From an optimization exercise on the open Yosys and OpenROAD flow, aimed at small area, a short achievable clock period and few clock cycles per item; shortcuts taken in it are not production practice.
Only simulation tests tie the RTL to the original design; equivalence was not proved.
Power figures rest on the tool's default switching activity, not on a simulated workload.

Design func, start of the top module:
module func (
        input clk_i,
        input rst_i,
        input [ 7 : 0 ] a_bi,
        input [ 7 : 0 ] b_bi,
        input start_i,
        output [ 1 : 0 ] busy_o,
        output reg [ 4 : 0 ] y_bo
    );
Size: roughly 120 cells after synthesis, roughly 5 flip-flops.
clock: 5.0 ns
lec_check: 0
abc_area: 0
cap_margin: 20
core_area: 2.5 2.5 57.5 57.5
die_area: 0 0 60 60
slew_margin: 20
standard.sh (not shown) runs the stock make flow with config.mk's settings and CLKGATE_MAP_FILE= SYNTH_SCRIPT=/design/flow/synth_recipe.tcl, a recipe that flattens the netlist after the stock synthesis.
==> flow/flow/run.sh <==
#!/bin/bash
# Standard layout, with the port buffers made from sky130_fd_sc_hd__buf_1
# instead of the cell buffer_ports picks by default (a slow delay buffer).
set -euo pipefail
BUFFER_PORTS_ARGS="-buffer_cell sky130_fd_sc_hd__buf_1" bash standard.sh finish > standard.log 2>&1
The starting point went through all stages and came out clean.
Testbench counts at the start, summed over its fixed seeds: cycles 2,400, items 2,400.
==> next run, changes <==
==> flow/run.sh (new file) <==
#!/bin/bash
# synth_recipe.tcl (not shown) runs the flow's synth.tcl, then flattens the netlist and writes it again
# the make line also repeats each setting of config.mk as NAME=value (left out here)
make -C /OpenROAD-flow-scripts/flow DESIGN_CONFIG=/design/flow/config.mk WORK_HOME=/design/flow/orfs CLKGATE_MAP_FILE= SYNTH_SCRIPT=/design/flow/synth_recipe.tcl finish
ABC_AREA = 1   (was 0)
removed: flow/flow/run.sh
removed: flow/standard.sh
Result: The new run passed the timing, design-rule and antenna checks; die area stays the same; routed wire length goes down by 20%; non-clock buffer count is unchanged; clock skew stays the same; via count goes down by 6.2%; critical path depth goes up by 6; worst setup slack gets better by 340 ps; clock-buffer cell count is unchanged; cell area goes up by 14%; combinational power goes up by 14%.
==> next run, changes <==
==> flow/flow/run.sh (new file) <==
#!/bin/bash
# Standard layout with two changes: the port buffers are sky130_fd_sc_hd__buf_1
# instead of the cell buffer_ports picks by default (a slow delay buffer), and
# synthesis maps with flow/abc_area.script (ABC_AREA 1) instead of ORFS's.
set -euo pipefail
rm -rf scripts
cp -r "$FLOW_HOME/scripts" scripts
cp flow/abc_area.script scripts/abc_area.script
BUFFER_PORTS_ARGS="-buffer_cell sky130_fd_sc_hd__buf_1" bash standard.sh SCRIPTS_DIR=$PWD/scripts finish > standard.log 2>&1
==> flow/flow/abc_area.script (new file) <==
strash
&get -n
&dch
&nf -R 1000
&put
topo
stime -c
==> flow/standard.sh (new file) <==
#!/bin/bash
# synth_recipe.tcl (not shown) runs the flow's synth.tcl, then flattens the netlist and writes it again
# the make line also repeats each setting of config.mk as NAME=value (left out here)
make -C /OpenROAD-flow-scripts/flow DESIGN_CONFIG=/design/flow/config.mk WORK_HOME=/design/flow/orfs CLKGATE_MAP_FILE= SYNTH_SCRIPT=/design/flow/synth_recipe.tcl "${@:-finish}"
SETUP_SLACK_MARGIN = 2.7   (was default)
removed: flow/run.sh
After rerunning:
- design area goes down by roughly a tenth
- worst hold slack gets better by 78 ps
- clock-buffer cell count stays the same
- power goes down slightly
- maximum frequency goes down by a few percent
- worst setup slack gets worse by 200 ps
- critical path depth goes up by 1


oak:
The RTL this note starts from:
==> flow/design.v <==
`timescale 1ns / 1ps
`timescale 1ns / 1ps
`timescale 1ns / 1ps
`timescale 1ns / 1ps
`timescale 1ns / 1ps
`timescale 1ns / 1ps
module func (
        input clk_i,
        input rst_i,
        input [ 7 : 0 ] a_bi,
        input [ 7 : 0 ] b_bi,
        input start_i,
        output [ 1 : 0 ] busy_o,
        output reg [ 4 : 0 ] y_bo
    );
    wire [4:0] r;
    full u_full (.a7(a_bi[7]), .a6(a_bi[6]), .a5(a_bi[5]), .a4(a_bi[4]),
             .a3(a_bi[3]), .a2(a_bi[2]), .a1(a_bi[1]), .a0(a_bi[0]),
             .b7(b_bi[7]), .b6(b_bi[6]), .b5(b_bi[5]), .b4(b_bi[4]),
             .b3(b_bi[3]), .b2(b_bi[2]), .b1(b_bi[1]), .b0(b_bi[0]),
             .y4(r[4]), .y3(r[3]), .y2(r[2]), .y1(r[1]), .y0(r[0]));
    assign busy_o = 2'b00;
    always @(posedge clk_i) begin
        if (rst_i)
            y_bo <= 5'd0;
        else if (start_i)
            y_bo <= r;
    end
endmodule
module full ( 
    a7, a6, a5, a4, a3, a2, a1, a0, b7, b6, b5, b4, b3, b2, b1, b0,
    y4, y3, y2, y1, y0  );
  input  a7, a6, a5, a4, a3, a2, a1, a0, b7, b6, b5, b4, b3, b2, b1, b0;
  output y4, y3, y2, y1, y0;
  wire new_n22, new_n23, new_n24, new_n25, new_n26, new_n27, new_n28,
    new_n29, new_n30, new_n31, new_n32, new_n33, new_n34, new_n35, new_n36,
    new_n37, new_n38, new_n39, new_n40, new_n41, new_n42, new_n43, new_n44,
    new_n45, new_n46, new_n47, new_n48, new_n49, new_n50, new_n51, new_n52,
    new_n53, new_n54, new_n55, new_n56, new_n57, new_n58, new_n59, new_n60,
    new_n62, new_n63, new_n64, new_n66, new_n67, new_n68, new_n70, new_n71,
    new_n72, new_n73, new_n74, new_n75, new_n76, new_n77, new_n78, new_n79,
    new_n80, new_n81, new_n82, new_n83, new_n84, new_n85, new_n86, new_n87,
    new_n88, new_n89, new_n90, new_n91, new_n92, new_n93, new_n94, new_n95,
    new_n96, new_n97, new_n98, new_n99, new_n100, new_n101, new_n102,
    new_n103, new_n104, new_n105, new_n106, new_n108, new_n109, new_n110,
    new_n111, new_n112, new_n113, new_n114, new_n115, new_n116, new_n117,
    new_n118, new_n119, new_n120, new_n121, new_n122, new_n123;
  assign new_n22 = b4 & b3;
  assign new_n23 = ~b5 & ~new_n22;
  assign new_n24 = b1 & b0;
  assign new_n25 = ~b5 & ~b2;
  assign new_n26 = ~new_n24 & new_n25;
  assign new_n27 = ~new_n23 & ~new_n26;
  assign new_n28 = ~a1 & ~new_n27;
  assign new_n29 = a0 & ~new_n28;
  assign new_n30 = ~b7 & ~b6;
  assign new_n31 = ~b5 & ~b4;
  assign new_n32 = ~b3 & new_n31;
  assign new_n33 = a1 & ~new_n32;
  assign new_n34 = new_n30 & ~new_n33;
  assign new_n35 = ~new_n29 & new_n34;
  assign new_n36 = ~b1 & ~b0;
  assign new_n37 = ~b2 & new_n30;
  assign new_n38 = new_n36 & new_n37;
  assign new_n39 = new_n32 & new_n38;
  assign new_n40 = ~new_n35 & ~new_n39;
  assign new_n41 = a2 & new_n40;
  assign new_n42 = a1 & b6;
  assign new_n43 = b7 & new_n42;
  assign new_n44 = ~new_n23 & new_n43;
  assign new_n45 = b5 & b2;
  assign new_n46 = new_n22 & new_n45;
  assign new_n47 = ~new_n36 & new_n46;
  assign new_n48 = ~b7 & ~new_n47;
  assign new_n49 = a1 & a0;
  assign new_n50 = ~new_n30 & new_n49;
  assign new_n51 = ~new_n48 & new_n50;
  assign new_n52 = ~new_n44 & ~new_n51;
  assign new_n53 = ~new_n41 & new_n52;
  assign new_n54 = a3 & ~new_n53;
  assign new_n55 = a5 & a4;
  assign new_n56 = a7 & a6;
  assign new_n57 = ~a7 & a5;
  assign new_n58 = ~new_n56 & ~new_n57;
  assign new_n59 = new_n55 & ~new_n58;
  assign new_n60 = new_n54 & new_n59;
  assign y4 = a7 & new_n60;
  assign new_n62 = ~a7 & a6;
  assign new_n63 = ~new_n60 & ~new_n62;
  assign new_n64 = ~a7 & new_n63;
  assign y3 = ~y4 & ~new_n64;
  assign new_n66 = ~a6 & ~a5;
  assign new_n67 = ~a4 & new_n66;
  assign new_n68 = ~new_n54 & new_n67;
  assign y2 = new_n63 & ~new_n68;
  assign new_n70 = new_n59 & ~new_n62;
  assign new_n71 = ~new_n67 & ~new_n70;
  assign new_n72 = new_n54 & ~new_n71;
  assign new_n73 = a7 & ~a5;
  assign new_n74 = ~new_n57 & ~new_n73;
  assign new_n75 = a4 & a3;
  assign new_n76 = a2 & new_n75;
  assign new_n77 = new_n74 & new_n76;
  assign new_n78 = ~new_n52 & new_n77;
  assign new_n79 = new_n58 & ~new_n67;
  assign new_n80 = ~new_n78 & new_n79;
  assign new_n81 = ~a7 & ~a4;
  assign new_n82 = ~new_n73 & ~new_n81;
  assign new_n83 = ~new_n66 & ~new_n82;
  assign new_n84 = ~a4 & ~new_n74;
  assign new_n85 = a7 & a4;
  assign new_n86 = ~new_n84 & ~new_n85;
  assign new_n87 = ~a6 & ~new_n55;
  assign new_n88 = a6 & new_n55;
  assign new_n89 = ~new_n87 & ~new_n88;
  assign new_n90 = ~a3 & ~new_n89;
  assign new_n91 = new_n86 & new_n90;
  assign new_n92 = ~new_n83 & ~new_n91;
  assign new_n93 = a2 & ~new_n34;
  assign new_n94 = a0 & new_n44;
  assign new_n95 = ~new_n93 & ~new_n94;
  assign new_n96 = a1 & new_n27;
  assign new_n97 = ~a0 & ~new_n42;
  assign new_n98 = new_n48 & new_n97;
  assign new_n99 = ~new_n96 & new_n98;
  assign new_n100 = ~new_n95 & ~new_n99;
  assign new_n101 = ~new_n92 & ~new_n100;
  assign new_n102 = ~a4 & ~a3;
  assign new_n103 = ~a2 & new_n102;
  assign new_n104 = ~new_n40 & new_n103;
  assign new_n105 = new_n101 & new_n104;
  assign new_n106 = ~new_n80 & ~new_n105;
  assign y1 = ~new_n72 & new_n106;
  assign new_n108 = ~new_n80 & new_n104;
  assign new_n109 = a6 & new_n84;
  assign new_n110 = ~a3 & new_n83;
  assign new_n111 = ~new_n109 & ~new_n110;
  assign new_n112 = ~new_n78 & new_n111;
  assign new_n113 = ~new_n101 & new_n112;
  assign new_n114 = ~new_n72 & new_n113;
  assign new_n115 = ~new_n108 & ~new_n114;
  assign new_n116 = new_n66 & new_n85;
  assign new_n117 = ~a2 & ~a1;
  assign new_n118 = ~a0 & new_n117;
  assign new_n119 = new_n39 & new_n118;
  assign new_n120 = a3 & new_n89;
  assign new_n121 = new_n86 & ~new_n120;
  assign new_n122 = new_n119 & new_n121;
  assign new_n123 = ~new_n116 & ~new_n122;
  assign y0 = ~new_n115 & new_n123;
endmodule
clock: 5.0 ns
lec_check: 0
abc_area: 1
cap_margin: 20
core_area: 2.5 2.5 57.5 57.5
die_area: 0 0 60 60
slew_margin: 20
==> flow/flow/run.sh <==
#!/bin/bash
set -euo pipefail
rm -rf scripts
cp -r "$FLOW_HOME/scripts" scripts
cp flow/abc_area.script scripts/abc_area.script
export FLOW_FO_LIMIT=5

export POST_GLOBAL_PLACE_TCL=$PWD/flow/post_gp.tcl
BUFFER_PORTS_ARGS="-buffer_cell sky130_fd_sc_hd__buf_1" bash standard.sh SCRIPTS_DIR=$PWD/scripts finish > standard.log 2>&1
==> flow/flow/abc_area.script <==
strash
dch
map -B 0.6
topo
stime -c
upsize -c
dnsize -c
==> flow/flow/post_gp.tcl <==
# Upsize the input-port buffers that drive many loads from buf_1 to buf_2.
set my_fo_limit [expr {[info exists ::env(FLOW_FO_LIMIT)] ? $::env(FLOW_FO_LIMIT) : 4}]
foreach inst [get_cells input*] {
  set master [get_property $inst ref_name]
  if {$master != "sky130_fd_sc_hd__buf_1"} { continue }
  set out [get_pins -of_objects $inst -filter "direction == output"]
  set net [get_nets -of_objects $out]
  set fo [llength [get_pins -of_objects $net -filter "direction == input"]]
  if {$fo >= $my_fo_limit} {
    puts "upsizing [get_full_name $inst] (fanout $fo) to buf_2"
    replace_cell $inst sky130_fd_sc_hd__buf_2
  }
}
Testbench counts of oak, summed over its fixed seeds: cycles 2,400, items 2,400.
For pine, these inputs were changed with respect to oak:
Settings: an added GPL_TIMING_DRIVEN of 1.
-- flow/flow/run.sh --
<<< oak, line 6
export FLOW_FO_LIMIT=5

>>> pine, line 6
export FLOW_FO_LIMIT=4
==> flow/flow/abc_area.script <==
strash
dch
map -B 0.5
topo
stime -c
buffer -c
upsize -c
dnsize -c
==> run summary <==
pine: done, clean on timing, DRC and antenna
Summary: with oak as the reference, combinational power in pine moved up by a few percent.
pine vs oak: growth of design area from synthesis to finish up in pine
Looking at wire length of the first global-routing pass across both flows, pine is the weaker of the two, with oak ahead.
Compared pine vs oak, and wire length on met3 is down in pine.
NOTE met2 wire length oak->pine decreased by a little under 10%
pine falls short of oak in area of the mapped netlist.
pine — peak fanout along the critical path 3 lower, oak as reference
The inputs of birch differ from those of pine as listed below.
Settings: GPL_TIMING_DRIVEN removed (was 1).
-- flow/flow/run.sh --
<<< pine, line 7
>>> birch, line 7
export SKIP_REPAIR_TIE_FANOUT=1
==> flow/flow/abc_area.script <==
strash
dch
map -B 0.6
topo
stime -c
upsize
dnsize
- Diff pine -> birch | achievable clock frequency | down slightly
- Sequential share of power in birch is 0.8 points above pine.
- Sort birch and pine by static power due to leakage, descending, and pine comes first.
- Synthesized flop and latch total delta (pine -> birch): insignificant
- Of the two values seen for termination of the worst setup path, y_bo[3]$_SDFFE_PP0P_ was produced by birch and y_bo[0]$_SDFFE_PP0P_ by pine.
The following lists how maple was set up differently from birch:
-- flow/flow/run.sh --
<<< birch, line 2
>>> maple, line 2
# Standard layout with two changes: the port buffers are sky130_fd_sc_hd__buf_1
# instead of the cell buffer_ports picks by default (a slow delay buffer), and
# synthesis maps with flow/abc_area.script (ABC_AREA 1) instead of ORFS's.
<<< birch, line 6
export FLOW_FO_LIMIT=4
export SKIP_REPAIR_TIE_FANOUT=1
export POST_GLOBAL_PLACE_TCL=$PWD/flow/post_gp.tcl
>>> maple, line 9
==> flow/flow/abc_area.script <==
strash
dch
map -D 1300 -B 0.9
topo
stime -c
buffer -c
upsize -c -D 1300
dnsize -c -D 1300
removed: flow/flow/post_gp.tcl
## What came out
- maple has completed all stages; timing, DRC and antenna checks passed.
- Looking only at fraction of final layout cells sized beyond drive strength 1, and setting everything else aside, the higher value of maple and birch goes to birch.
- Power attributed to sequential cells across maple and birch: no real change.
- Compared with birch, post-layout instance count excluding filler cells in maple increased by more than 10%.
- The run showing the smaller portion of total power attributed to combinational logic is maple.
- maple against birch: largest fanout on the critical path up 3; share of the synthesized area in compound gates (AO/OA/AOI/OAI) down 4.9 points.
diff inputs: maple => cedar
==> flow/flow/run.sh <==
#!/bin/bash
set -euo pipefail
rm -rf scripts
cp -r "$FLOW_HOME/scripts" scripts
cp flow/abc_area.script scripts/abc_area.script
export FLOW_FO_LIMIT=3
export POST_GLOBAL_PLACE_TCL=$PWD/flow/post_gp.tcl
BUFFER_PORTS_ARGS="-buffer_cell sky130_fd_sc_hd__buf_1" bash standard.sh SCRIPTS_DIR=$PWD/scripts finish > standard.log 2>&1
==> flow/flow/abc_area.script <==
strash
dch
map -B 0.5
topo
stime -c
buffer -c
upsize -c
dnsize -c
==> flow/flow/post_gp.tcl (new file) <==
# Upsize the input-port buffers that drive many loads from buf_1 to buf_2.
set my_fo_limit [expr {[info exists ::env(FLOW_FO_LIMIT)] ? $::env(FLOW_FO_LIMIT) : 4}]
foreach inst [get_cells input*] {
  set master [get_property $inst ref_name]
  if {$master != "sky130_fd_sc_hd__buf_1"} { continue }
  set out [get_pins -of_objects $inst -filter "direction == output"]
  set net [get_nets -of_objects $out]
  set fo [llength [get_pins -of_objects $net -filter "direction == input"]]
  if {$fo >= $my_fo_limit} {
    puts "upsizing [get_full_name $inst] (fanout $fo) to buf_2"
    replace_cell $inst sky130_fd_sc_hd__buf_2
  }
}
--- outcome ---
- In the metrics for cedar and maple, the one carrying the lower total wire length is cedar.
- Timing, DRC, antenna: 0 failures across cedar and maple
- Heaviest power group: clock -> maple, combinational logic -> cedar
- Delta (cedar minus maple): utilization after layout higher, hold slack higher, total design power higher.
- Filler-free cell count of the finished design shrinks by more than 10% when moving from maple to cedar.

## port drivers added, routing unchanged
The flow's constraints put no driver on any port. The routed layouts listed below were extracted and timed again, unchanged, in two steps.
Step 1, drivers: a clkbuf_16 drives clk_i and a buf_2 each remaining input, both assumed.
Step 2 also shifts input and output timing later by t, the mid clock arrival at the registers, as if the neighbouring blocks saw the same clock.
Slacks: ideal ports / drivers / drivers and shift; pairs: ideal ports / drivers.
run	t (ns)	slack for setup (ns)	latest minus earliest clock arrival (ns)	worst register clock-pin slew, ns
the first run of note 1	0.261	1.718 / 1.711 / 1.450	0.001 / 0.002	0.04 / 0.04
the second run of note 1	0.257	2.062 / 2.053 / 1.796	0.011 / 0.010	0.05 / 0.05
the third run of note 1	0.256	1.861 / 1.823 / 1.567	0.003 / 0.003	0.04 / 0.04
oak	0.254	3.037 / 3.023 / 2.770	0.001 / 0.001	0.04 / 0.04
pine	0.255	3.077 / 3.064 / 2.809	0.004 / 0.003	0.04 / 0.04
birch	0.249	3.066 / 3.058 / 2.809	0.002 / 0.001	0.04 / 0.04
maple	0.257	2.866 / 2.857 / 2.600	0.001 / 0.000	0.04 / 0.04
cedar	0.258	3.075 / 3.068 / 2.810	0.001 / 0.000	0.04 / 0.04
After both steps every run listed still meets setup and hold. For the third run of note 1, which loses most, drivers alone change the setup slack by -0.038 ns; drivers and shift together by -0.294 ns.
